This design comes from an exercise in tuning for small area, a short achievable clock period and few clock cycles per item on the open sky130 flow, not from production work. At most, simulation tests tie the RTL to the original design; equivalence was not proved. No activity file was given, so power comes from the tool's default toggle rates.

==> inputs of exp/lagoon <==
// mdu_top
module mdu_top
(
    input  logic         clk,
    input  logic         rst,
    input  logic         in_valid,
    input  logic [2:0]   in_op,
    input  logic [31:0]  in_rs1,
    input  logic [31:0]  in_rs2,
    input  logic [31:0]  in_pc,
    input  logic [31:0]  in_inst,
    input  logic [4:0]   in_rd_addr,
    input  logic [4:0]   in_rs1_addr,
    input  logic [4:0]   in_rs2_addr,
    input  logic         in_regf_we,
    input  logic [4:0]   in_rob_idx,
    output logic         out_valid,
    output logic [31:0]  out_rd_data,
    output logic [31:0]  out_pc,
    output logic [31:0]  out_inst,
    output logic [4:0]   out_rd_addr,
    output logic [4:0]   out_rs1_addr,
    output logic [4:0]   out_rs2_addr,
    output logic         out_regf_we,
    output logic [4:0]   out_rob_idx
);
Settings: LEC_CHECK=0, ABC_AREA=1, CAP_MARGIN=30, CORE_MARGIN=2, CORE_UTILIZATION=40, SETUP_SLACK_MARGIN=5, SLEW_MARGIN=30; clock period 13.0 ns.
run.sh (not shown) runs the stock make flow with config.mk's settings and CLKGATE_MAP_FILE= SYNTH_SCRIPT=/design/flow/synth_recipe.tcl, a recipe that flattens the netlist after the stock synthesis.
==> exp/juniper: changes against exp/lagoon <==
--- a/flow/design.v
+++ b/flow/design.v
@@ -103,25 +103,25 @@
     assign pp1 = nib[1] ? {4'b0000, M, 1'b0} : 37'd0;
     assign pp0 = nib[0] ? {5'b00000, M}      : 37'd0;
     assign cs1 = csa(ol, pp3, pp2);
     assign cs2 = csa(cs1[36:0], cs1[73:37], pp1);
     assign cs3 = csa(cs2[36:0], cs2[73:37], pp0);
-    logic [33:0] x1, x2, y, s1;
+    logic [33:0] x1, x2, y, s2;
+    logic [36:0] sa1, sb1, s1;
+    assign x1  = {1'b0, L, nib[3]};
+    assign y   = {2'b11, M};
+    assign sa1 = is_div ? {3'b000, x1}    : cs3[36:0];
+    assign sb1 = is_div ? {3'b111, y}     : cs3[73:37];
+    assign s1  = sa1 + sb1 + 37'(is_div & minv);
     logic        q1, q2;
     logic [31:0] l1, l2;
-    assign x1 = {1'b0, L, nib[3]};
-    assign y  = {2'b11, M};
-    assign s1 = x1 + y + 34'(minv);
-    assign q1 = ~s1[33];
+    assign q1 = ~s1[36];
     assign l1 = q1 ? s1[31:0] : x1[31:0];
-    logic [36:0] sa2, sb2, s2;
-    assign x2  = {1'b0, l1, nib[2]};
-    assign sa2 = is_div ? {3'b000, x2} : cs3[36:0];
-    assign sb2 = is_div ? {3'b111, y}  : cs3[73:37];
-    assign s2  = sa2 + sb2 + 37'(is_div & minv);
-    assign q2  = ~s2[36];
-    assign l2  = q2 ? s2[31:0] : x2[31:0];
+    assign x2 = {1'b0, l1, nib[2]};
+    assign s2 = x2 + y + 34'(minv);
+    assign q2 = ~s2[33];
+    assign l2 = q2 ? s2[31:0] : x2[31:0];
     logic [31:0] below, below_next, used, hc;
     always_comb begin
         for (int i = 0; i < 32; i++) begin
             below[i]      = (i < 32'(kq));
             below_next[i] = (i < 32'(kq)) && (i + (is_div ? 2 : 4) < 32'(kq));
@@ -132,14 +132,14 @@
     logic [27:0] ones, h_inc;
     always_comb begin
         ones[0] = 1'b1;
         for (int i = 1; i < 28; i++) ones[i] = ones[i-1] & hc[i-1];
     end
-    assign h_inc = hc[27:0] ^ (ones & {28{s2[36]}});
+    assign h_inc = hc[27:0] ^ (ones & {28{s1[36]}});
     logic [31:0] h_next, l_next;
-    assign h_next = is_div ? {hc[29:0], q1, q2} : {h_inc, s2[35:32]};
-    assign l_next = is_div ? l2 : s2[31:0];
+    assign h_next = is_div ? {hc[29:0], q1, q2} : {h_inc, s1[35:32]};
+    assign l_next = is_div ? l2 : s1[31:0];
     logic [5:0]  pn;
     logic [3:0]  nib_next;
     assign pn       = kq - (is_div ? 6'd2 : 6'd4);    
     assign nib_next = 4'({H, 4'b0000} >> pn);         
     logic [31:0] shr;
==> results.txt <==
* Status: finished clean
* Vias in the first global route at 26207
* Syn Area/Cell at 6.14 sq um
* Setup Skew at approximately 0.013 ns
* Synthesized net count at 4383
* 1st-pass router iterations at 6
* Final Power at 3.05 mW
* Met3 routed WL at slightly below 10 mm
* Metal-1 WL at roughly 43 mm
* Placed Cells at 4689
* Non-clk buf share at 8.33%
-- figures above: exp/lagoon

==> results.txt <==
* Syn Area/Cell at between 6 and 7 sq um
* Status: finished clean
* Placed Cells at 4675
* Metal-1 WL at 42.7 mm
* Vias in the first global route at 25982
* Final Power at 3.83 mW
* Synthesized net count at around 4400
-- figures above: exp/juniper

Testbench counts of exp/lagoon, summed over its fixed seeds: cycles 142,920, ops 24,000.
For exp/juniper, only the layout was checked, not whether the RTL still works.

==> static timing again, ports no longer ideal <==
In the flow no input, the clock included, has a driving cell. The finished layouts below were timed again as built, in two steps.
Step 1: set_driving_cell puts a clkbuf_16 on clk and a buf_2 on each other input, an assumption about the parent block.
Step 2, shift: input delay + t, output delay - t, t = (earliest + latest rising clock arrival at the registers) / 2. This alone moves slack from input paths to output paths.
a / b / c = ideal / step 1 / step 2; a / b = the first two.
run | t (ns) | slack for setup (ns) | worst setup path at the end
exp/lagoon | 0.526 | 5.161 / 5.177 / 4.650 | input to register
exp/juniper | 0.508 | 4.544 / 4.544 / 4.544 | register to register
After both steps setup and hold are still met in every run listed. For exp/lagoon, which loses most, drivers alone change the setup slack by +0.016 ns; drivers and shift together by -0.511 ns.
